Source: an optimization exercise on an open RTL-to-GDS flow (aim: small area and a short achievable clock period). Production flows keep margins and buffers that such runs may drop. The RTL was checked by simulation tests, not by an equivalence proof against the original design. Power figures rest on the tool's default switching activity, not on a simulated workload.

==> job 919: inputs <==
==> flow/design.v (excerpt) <==
module multiplier_logic (
    input  wire        clk,
    input  wire        rst_n,
    input  wire [15:0] a,
    input  wire [15:0] b,
    output reg  [31:0] y
);
  reg r1_a0;
  reg r1_a1;
  reg r1_a2;
  reg r1_a3;
  reg r1_a4;
  reg r1_a5;
  reg r1_a6;
  reg r1_a7;
  reg r1_a8;
  reg r1_a9;
  reg r1_a10;
  reg r1_a11;
  reg r1_a12;
  reg r1_a13;
  reg r1_a14;
  reg r1_a15;
  reg r1_b15;
  reg r1_one1;
  reg r1_two2;
  reg r1_neg3;
  reg r1_one4;
  reg r1_two5;
  reg r1_neg6;
  reg r1_one7;
  reg r1_two8;
  reg r1_neg9;
  reg r1_one10;
  reg r1_two11;
  reg r1_neg12;
  reg r1_one13;
  reg r1_two14;
  reg r1_neg15;
  reg r1_one16;
  reg r1_two17;
  reg r1_neg18;
  reg r1_one19;
  reg r1_two20;
  reg r1_neg21;
  reg r1_one22;
  reg r1_two23;
  reg r1_neg24;
  reg r2_s193;
  reg r2_s195;
  reg r2_s199;
  reg r2_c200;
  reg r2_s201;
  reg r2_p63;
  reg r2_s203;
  reg r2_c202;
  reg r2_c204;
  reg r2_s205;
  reg r2_s207;
  reg r2_s209;
  reg r2_c210;
  reg r2_s213;
  reg r2_c214;
  reg r2_s219;
  reg r2_c218;
  reg r2_s221;
  reg r2_c220;
  reg r2_s223;
  reg r2_s227;
  reg r2_c224;
  reg r2_s229;
  reg r2_s233;
  reg r2_c230;
  reg r2_s235;
  reg r2_c236;
  reg r2_s241;
  reg r2_s243;
  reg r2_s245;
  reg r2_s247;
  reg r2_c242;
  reg r2_c244;
  reg r2_s249;
  reg r2_s253;
  reg r2_s255;
  reg r2_c250;
  reg r2_s257;
  reg r2_s261;
  reg r2_c258;
  reg r2_s263;
  reg r2_s265;
  reg r2_s269;
  reg r2_s271;
  reg r2_c264;
  reg r2_c266;
  reg r2_s273;
  reg r2_s279;
  reg r2_c274;
  reg r2_s281;
  reg r2_s283;
  reg r2_c282;
  reg r2_c284;
  reg r2_s291;
  reg r2_s293;
  reg r2_s297;
  reg r2_c292;
  reg r2_c294;
  reg r2_s299;
  reg r2_s301;
  reg r2_c300;
  reg r2_c302;
  reg r2_s307;
  reg r2_s309;
  reg r2_s311;
  reg r2_s313;
  reg r2_c308;
  reg r2_c310;
  reg r2_s315;
  reg r2_s317;
  reg r2_s319;
  reg r2_c316;
  reg r2_s321;
  reg r2_s325;
  reg r2_c322;
  reg r2_s327;
  reg r2_s331;
  reg r2_c328;
  reg r2_s333;
  ...
Settings: LEC_CHECK=0, CAP_MARGIN=20, CORE_MARGIN=2, CORE_UTILIZATION=40, CTS_BUF_LIST=sky130_fd_sc_hd__clkbuf_16 sky130_fd_sc_hd__clkbuf_8, CTS_CLUSTER_DIAMETER=60, CTS_CLUSTER_SIZE=40, SETUP_SLACK_MARGIN=2.5, SLEW_MARGIN=20, SYNTH_HIERARCHICAL=1, SYNTH_MINIMUM_KEEP_SIZE=0; clock period 4.5 ns.
run.sh (not shown) runs the stock make flow with config.mk's settings and CLKGATE_MAP_FILE= SYNTH_SCRIPT=/design/flow/synth_recipe.tcl, a recipe that flattens the netlist after the stock synthesis.
==> job 9744 (differences from job 919) <==
--- a/flow/design.v
+++ b/flow/design.v
@@ -667,20 +667,20 @@
   wire c468 = r3_c406 & r3_c408;
   wire s469 = r3_c416 ^ r3_c418;
   wire c470 = r3_c416 & r3_c418;
   wire s471 = r3_c424 ^ r3_c426;
   wire c472 = r3_c424 & r3_c426;
   wire [31:0] ra = {r3_c444, r3_s443, r3_c440, r3_s439, r3_c436, r3_s435, r3_s431, r3_s427, r3_s425, r3_s421, r3_s417, r3_s411, r3_s407, c464, r3_s397, r3_s393, c460, c458, c456, c454, c452, c450, c448, c446, r3_r2_s213, r3_c366, r3_s365, r3_s361, r3_s357, r3_r2_s199, r3_r2_s195, r3_r2_s193};
   wire [31:0] rb = {r3_r2_s355, 1'b0, r3_s441, 1'b0, r3_s437, 1'b0, c472, s471, c470, s469, c468, s467, c466, s465, s463, c462, s461, s459, s457, s455, s453, s451, s449, s447, s445, r3_s367, 1'b0, 1'b0, 1'b0, 1'b0, 1'b0, 1'b0};
-  wire [16:0] plo = ra[15:0] + rb[15:0];
-  reg [16:0] r4_plo;
-  reg [15:0] r4_ha, r4_hb;
-  always @(posedge clk) begin r4_plo <= plo; r4_ha <= ra[31:16]; r4_hb <= rb[31:16]; end
-  wire [15:0] phi = r4_ha + r4_hb + r4_plo[16];
-  wire [31:0] prod = {phi, r4_plo[15:0]};
+  wire [20:0] plo = ra[19:0] + rb[19:0];
+  reg [20:0] r4_plo;
+  reg [11:0] r4_ha, r4_hb;
+  always @(posedge clk) begin r4_plo <= plo; r4_ha <= ra[31:20]; r4_hb <= rb[31:20]; end
+  wire [11:0] phi = r4_ha + r4_hb + r4_plo[20];
+  wire [31:0] prod = {phi, r4_plo[19:0]};
   always @(posedge clk) begin
     r1_a0 <= a[0];
     r1_a1 <= a[1];
     r1_a2 <= a[2];
     r1_a3 <= a[3];
     r1_a4 <= a[4];
     r1_a5 <= a[5];
Settings changed: CTS_BUF_LIST sky130_fd_sc_hd__clkbuf_16 sky130_fd_sc_hd__clkbuf_8 to unset, CTS_CLUSTER_DIAMETER 60 to unset, CTS_CLUSTER_SIZE 40 to unset, SETUP_SLACK_MARGIN 2.5 to 2.55.
==> job 7226 (differences from job 919) <==
--- a/flow/design.v
+++ b/flow/design.v
@@ -667,20 +667,20 @@
   wire c468 = r3_c406 & r3_c408;
   wire s469 = r3_c416 ^ r3_c418;
   wire c470 = r3_c416 & r3_c418;
   wire s471 = r3_c424 ^ r3_c426;
   wire c472 = r3_c424 & r3_c426;
   wire [31:0] ra = {r3_c444, r3_s443, r3_c440, r3_s439, r3_c436, r3_s435, r3_s431, r3_s427, r3_s425, r3_s421, r3_s417, r3_s411, r3_s407, c464, r3_s397, r3_s393, c460, c458, c456, c454, c452, c450, c448, c446, r3_r2_s213, r3_c366, r3_s365, r3_s361, r3_s357, r3_r2_s199, r3_r2_s195, r3_r2_s193};
   wire [31:0] rb = {r3_r2_s355, 1'b0, r3_s441, 1'b0, r3_s437, 1'b0, c472, s471, c470, s469, c468, s467, c466, s465, s463, c462, s461, s459, s457, s455, s453, s451, s449, s447, s445, r3_s367, 1'b0, 1'b0, 1'b0, 1'b0, 1'b0, 1'b0};
-  wire [16:0] plo = ra[15:0] + rb[15:0];
-  reg [16:0] r4_plo;
-  reg [15:0] r4_ha, r4_hb;
-  always @(posedge clk) begin r4_plo <= plo; r4_ha <= ra[31:16]; r4_hb <= rb[31:16]; end
-  wire [15:0] phi = r4_ha + r4_hb + r4_plo[16];
-  wire [31:0] prod = {phi, r4_plo[15:0]};
+  wire [20:0] plo = ra[19:0] + rb[19:0];
+  reg [20:0] r4_plo;
+  reg [11:0] r4_ha, r4_hb;
+  always @(posedge clk) begin r4_plo <= plo; r4_ha <= ra[31:20]; r4_hb <= rb[31:20]; end
+  wire [11:0] phi = r4_ha + r4_hb + r4_plo[20];
+  wire [31:0] prod = {phi, r4_plo[19:0]};
   always @(posedge clk) begin
     r1_a0 <= a[0];
     r1_a1 <= a[1];
     r1_a2 <= a[2];
     r1_a3 <= a[3];
     r1_a4 <= a[4];
     r1_a5 <= a[5];
Settings changed: CORE_UTILIZATION 40 to 60, CTS_BUF_LIST sky130_fd_sc_hd__clkbuf_16 sky130_fd_sc_hd__clkbuf_8 to sky130_fd_sc_hd__clkbuf_4 sky130_fd_sc_hd__clkbuf_8, CTS_CLUSTER_DIAMETER 60 to unset, CTS_CLUSTER_SIZE 40 to unset, PLACE_DENSITY set to 0.7.
==> qor summary <==
                                                                             job 919                 job 9744                 job 7226
Hold Path Origin                                                     r2_s355$_DFF_P_          r3_s439$_DFF_P_          r3_s421$_DFF_P_
Non-clock buffer contribution to total cell area                              5.261%                   9.726%                   6.557%
Clock H-tree levels                                                                1                        1                        2
Worst hold margin                                                           326.6 ps                 323.3 ps                 320.6 ps
Unique masters post-synth                                                         47                       48                       48
Area of all placed cells without fillers                                  14200 um^2               15590 um^2               14440 um^2
Area of all sequential standard cells                                      5612 um^2                5539 um^2                5533 um^2
Number of buffers added for setup after CTS                                        2                       42                        2
Biggest consumer                                                           registers      combinational logic                registers
Result of the run                                            complete, no violations  complete, no violations  complete, no violations
Clock latency at the later pin of the worst-skew pair                         510 ps                   540 ps                   550 ps
Half-perimeter wire length of the detailed placement result                 17.22 mm                 16.66 mm                 16.23 mm
Final net count                                                                 1241                     1314                     1279
Sw frac                                                                       34.29%                   33.20%                   33.73%
Worst Reg-to-Reg Cells                                                             4                        5                        5
Initial core utilization                                                      40.33%                   40.85%                   60.75%
Die Span X                                                                  179.2 um                 178.5 um                 146.4 um
Maximum fanout encountered on the critical timing path                            17                        6                        8
Clock network power consumption                                              1.92 mW                  2.34 mW                  2.18 mW

-- re-timing with driven ports --
Ports are ideal in the flow. The routed layouts listed here were re-timed in OpenROAD. Step 1 (the two cells are an assumption about what drives the block):
set clk [get_ports {clk}]
set_driving_cell -lib_cell sky130_fd_sc_hd__clkbuf_16 $clk
set_driving_cell -lib_cell sky130_fd_sc_hd__buf_2 [delete_from_list [all_inputs] $clk]
Step 2 times the ports against the registers' clock, not the clock port: input delays grow and output delays shrink by t, the midpoint of the rising clock arrivals with the driver on. a / b / c = ideal ports / drivers / drivers and shift; a / b = the first two.
run	t, ns	setup slack, ns	latest minus earliest clock arrival (ns)	slew at the worst register clock pin (ns)	worst slew at a driven data input, ns
job 919	0.554	2.470 / 2.470 / 2.086	0.014 / 0.013	0.08 / 0.08	0.03
job 9744	0.577	2.504 / 2.504 / 2.159	0.019 / 0.019	0.06 / 0.06	0.05
job 7226	0.589	2.485 / 2.485 / 2.161	0.022 / 0.021	0.07 / 0.07	0.03
After both steps every run listed still meets setup and hold. The setup slack of job 919, which loses most, moves by 0.000 ns with the drivers and by -0.384 ns with both steps.
